This design comes from an exercise in tuning for small area on the open sky130 flow, not from production work. The RTL was checked by simulation tests, not by an equivalence proof against the original design. Power and IR drop assume default switching activity.

==> raven: inputs <==
## delaybuffer
module delaybuffer
  #(parameter [31:0] width_p = 16
   ,parameter [31:0] delay_p = 64
   )
  (input [0:0] clk_i
  ,input [0:0] reset_i
  ,input [width_p-1:0] data_i
  ,input [0:0] ready_i
  ,input [0:0] valid_i
  ,output [0:0] ready_o 
  ,output [0:0] valid_o 
  ,output [width_p-1:0] data_o 
  );
Settings: LEC_CHECK=0, CAP_MARGIN=20, CORE_MARGIN=2, CORE_UTILIZATION=70, CTS_BUF_LIST=sky130_fd_sc_hd__clkbuf_8, CTS_CLUSTER_DIAMETER=80, CTS_CLUSTER_SIZE=20, PLACE_DENSITY=0.8, SLEW_MARGIN=20; clock period 5.0 ns.
run.sh (not shown) runs the stock make flow with config.mk's settings and CLKGATE_MAP_FILE= SYNTH_SCRIPT=/design/flow/synth_recipe.tcl, a recipe that flattens the netlist after the stock synthesis.
==> yarrow (differences from raven) <==
- CORE_UTILIZATION: 70 -> 78
- CTS_CLUSTER_DIAMETER: 80 -> 60
- PLACE_DENSITY: 0.8 -> default
==> ember (differences from raven) <==
- CORE_UTILIZATION: 70 -> 75
- CTS_CLUSTER_DIAMETER: 80 -> 60
- PLACE_DENSITY: 0.8 -> default
==> qor summary <==
Clock root buffer: ember clkbuf_8; yarrow -; raven clkbuf_8
Most common cell after layout, fill and taps aside: ember edfxtp_1; yarrow -; raven edfxtp_1
Detailed-route wire length per cell: ember 19.1 um; yarrow -; raven 16.6 um
Required time at the endpoint of the critical path: ember 4.00 ns; yarrow -; raven 4.00 ns
Die area: ember 0.0434 mm2; yarrow -; raven 0.0464 mm2
Critical Path Slowest Stage Cell: ember clkdlybuf4s50_1; yarrow -; raven clkdlybuf4s50_1
Worst setup margin: ember 1.87 ns; yarrow -; raven 1.89 ns
Layout Skew: ember 0.0334 ns; yarrow -; raven 0.0201 ns
Slew of the pin with the lowest slew margin: ember 0.689 ns; yarrow -; raven 0.737 ns
Maximum count of clock buffers along a single path: ember 3; yarrow -; raven 3
Internal power: ember 11.4 mW; yarrow -; raven 11.4 mW
Most Frequent Cell on Critical Path: ember clkdlybuf4s50_1; yarrow -; raven clkdlybuf4s50_1
Worst Path Buf+Inv: ember 2; yarrow -; raven 2
Part of the total power dissipated in the clock network: ember 23.5%; yarrow -; raven 23.8%
Main power group: ember sequential cells; yarrow -; raven sequential cells
CTS tree: ember built; yarrow -; raven built
Num rows: ember 74; yarrow 73; raven 77
Routed metal-1 wire length: ember 16000 um; yarrow -; raven 15300 um
Result of the run: ember finished clean; yarrow aborted with a tool error; raven finished clean
Last stage reached: ember -; yarrow detailed placement (3_5_place_dp); raven -
Y dimension of the die: ember 208 um; yarrow 204 um; raven 215 um

========
==> inputs of v27 <==
==> flow/design.v <==
module ram_1r1w_sync
  #(parameter [31:0] width_p = 8
  ,parameter [31:0] depth_p = 512
  /*verilator lint_off UNUSEDPARAM*/
  ,parameter filename_p = "memory_init_file.bin")
  /*verilator lint_on UNUSEDPARAM*/
  (input [0:0] clk_i
  ,input [0:0] reset_i
  ,input [0:0] wr_valid_i
  ,input [width_p-1:0] wr_data_i
  ,input [$clog2(depth_p) - 1 : 0] wr_addr_i
  ,input [0:0] rd_valid_i
  ,input [$clog2(depth_p) - 1 : 0] rd_addr_i
  ,output [width_p-1:0] rd_data_o);
  logic [width_p-1:0] ram [depth_p-1:0];
  logic [width_p-1:0] rd_data_l;
  always_ff @(posedge clk_i) begin
    if (~reset_i && rd_valid_i)
      rd_data_l <= ram[rd_addr_i];
    if (~reset_i && wr_valid_i) 
      ram[wr_addr_i] <= wr_data_i;
  end
  assign rd_data_o = rd_data_l;
endmodule
module delaybuffer
  #(parameter [31:0] width_p = 16
   ,parameter [31:0] delay_p = 64
   )
  (input [0:0] clk_i
  ,input [0:0] reset_i
  ,input [width_p-1:0] data_i
  ,input [0:0] ready_i
  ,input [0:0] valid_i
  ,output [0:0] ready_o 
  ,output [0:0] valid_o 
  ,output [width_p-1:0] data_o 
  );
  logic valid_l;
  assign ready_o = ready_i | ~valid_l;
  logic wr_en;
  assign wr_en = ready_o & valid_i;
  always_ff @(posedge clk_i) begin
    if (reset_i)
      valid_l <= 1'b0;
    else if (ready_o)
      valid_l <= valid_i;
  end
  assign valid_o = valid_l;
  logic [width_p-1:0] sr_r [0:delay_p];
  always_ff @(posedge clk_i) begin
    if (wr_en) begin
      sr_r[0] <= data_i;
      for (int i = 1; i <= delay_p; i++)
        sr_r[i] <= sr_r[i-1];
    end
  end
  assign data_o = sr_r[delay_p];
endmodule
==> flow/run.sh <==
#!/bin/bash
# synth_recipe.tcl (not shown) runs the flow's synth.tcl, then flattens the netlist and writes it again
# the make line also repeats each setting of config.mk as NAME=value (left out here)
make -C /OpenROAD-flow-scripts/flow DESIGN_CONFIG=/design/flow/config.mk WORK_HOME=/design/flow/orfs CLKGATE_MAP_FILE= SYNTH_SCRIPT=/design/flow/synth_recipe.tcl finish
==> flow/config.mk <==
export PLATFORM = sky130hd
export DESIGN_NAME = delaybuffer
export DESIGN_NICKNAME = delaybuffer
export VERILOG_FILES = /design/flow/design.v
export SDC_FILE = /design/flow/constraint.sdc
export NUM_CORES = 4
export LEC_CHECK = 0
export CAP_MARGIN = 20
export CORE_MARGIN = 2
export CORE_UTILIZATION = 70
export CTS_BUF_LIST = sky130_fd_sc_hd__clkbuf_8 sky130_fd_sc_hd__clkbuf_16
export CTS_CLUSTER_DIAMETER = 100
export CTS_CLUSTER_SIZE = 30
export SLEW_MARGIN = 20
==> flow/constraint.sdc <==
create_clock -name core_clock -period 5.0 [get_ports {clk_i}]
set_input_delay 1.0000 -clock core_clock [delete_from_list [all_inputs] [get_ports {clk_i}]]
set_output_delay 1.0000 -clock core_clock [all_outputs]
set_load 0.01 [all_outputs]
==> inputs of v14, as changes to v27 <==
Settings changed: CORE_UTILIZATION 70 to 50, CTS_BUF_LIST sky130_fd_sc_hd__clkbuf_8 sky130_fd_sc_hd__clkbuf_16 to sky130_fd_sc_hd__clkbuf_8, CTS_CLUSTER_DIAMETER 100 to 80, CTS_CLUSTER_SIZE 30 to 20.
==> comparison table <==
metric                                                                                   v14                         v27
Std cell rows                                                                             91                          77
First-pass GRT wire length                                                          50430 µm                    46750 µm
End-of-flow core utilization                                                          0.5493                      0.7640
Tap cell instance count                                                                  837                         592
Status                                                               complete, no violations     complete, no violations
Placer congestion estimate                                                            0.6479                      0.6680
Initial Utilization                                                                   0.5060                      0.7090
Power density over the cells                                                    416.3 nW/µm²                424.9 nW/µm²
Routed wirelength normalized by instance count                                      15.81 µm                    16.98 µm
Detailed-routing wirelength on met1                                                 16970 µm                    15770 µm
Area Growth Syn to Fin                                                                8.563%                      7.755%
Share of power burned in combinational logic                                           0.019                       0.018
Overall routing resource usage                                                       0.09769                      0.1277
Net switching power figure                                                        0.002673 W                  0.002535 W
Startpoint of the most critical hold path                                        sr_r[50][1]                sr_r[26][10]
Hold EP                                                                          sr_r[51][1]                sr_r[27][10]
Fraction of final layout cells with drive strength greater than 1                    0.07777                     0.05478
Instance count after placement with tap cells included                                  1944                        1692
Number of buffers inserted during clock tree synthesis                                    58                          40
Flip-flop and latch share of the layout cell area                                     0.9201                      0.9270
Final standard cell area without fillers                                           33960 µm²                   33710 µm²
Post-route fraction of the period consumed by the critical path                       0.6237                      0.6248
Chip Width                                                                          254.1 µm                    215.4 µm
Final routed wirelength across all metal layers                                     31940 µm                    29580 µm
CTS Root Buffer Type                                               sky130_fd_sc_hd__clkbuf_8  sky130_fd_sc_hd__clkbuf_16
Internal power consumption                                                         0.01147 W                   0.01179 W
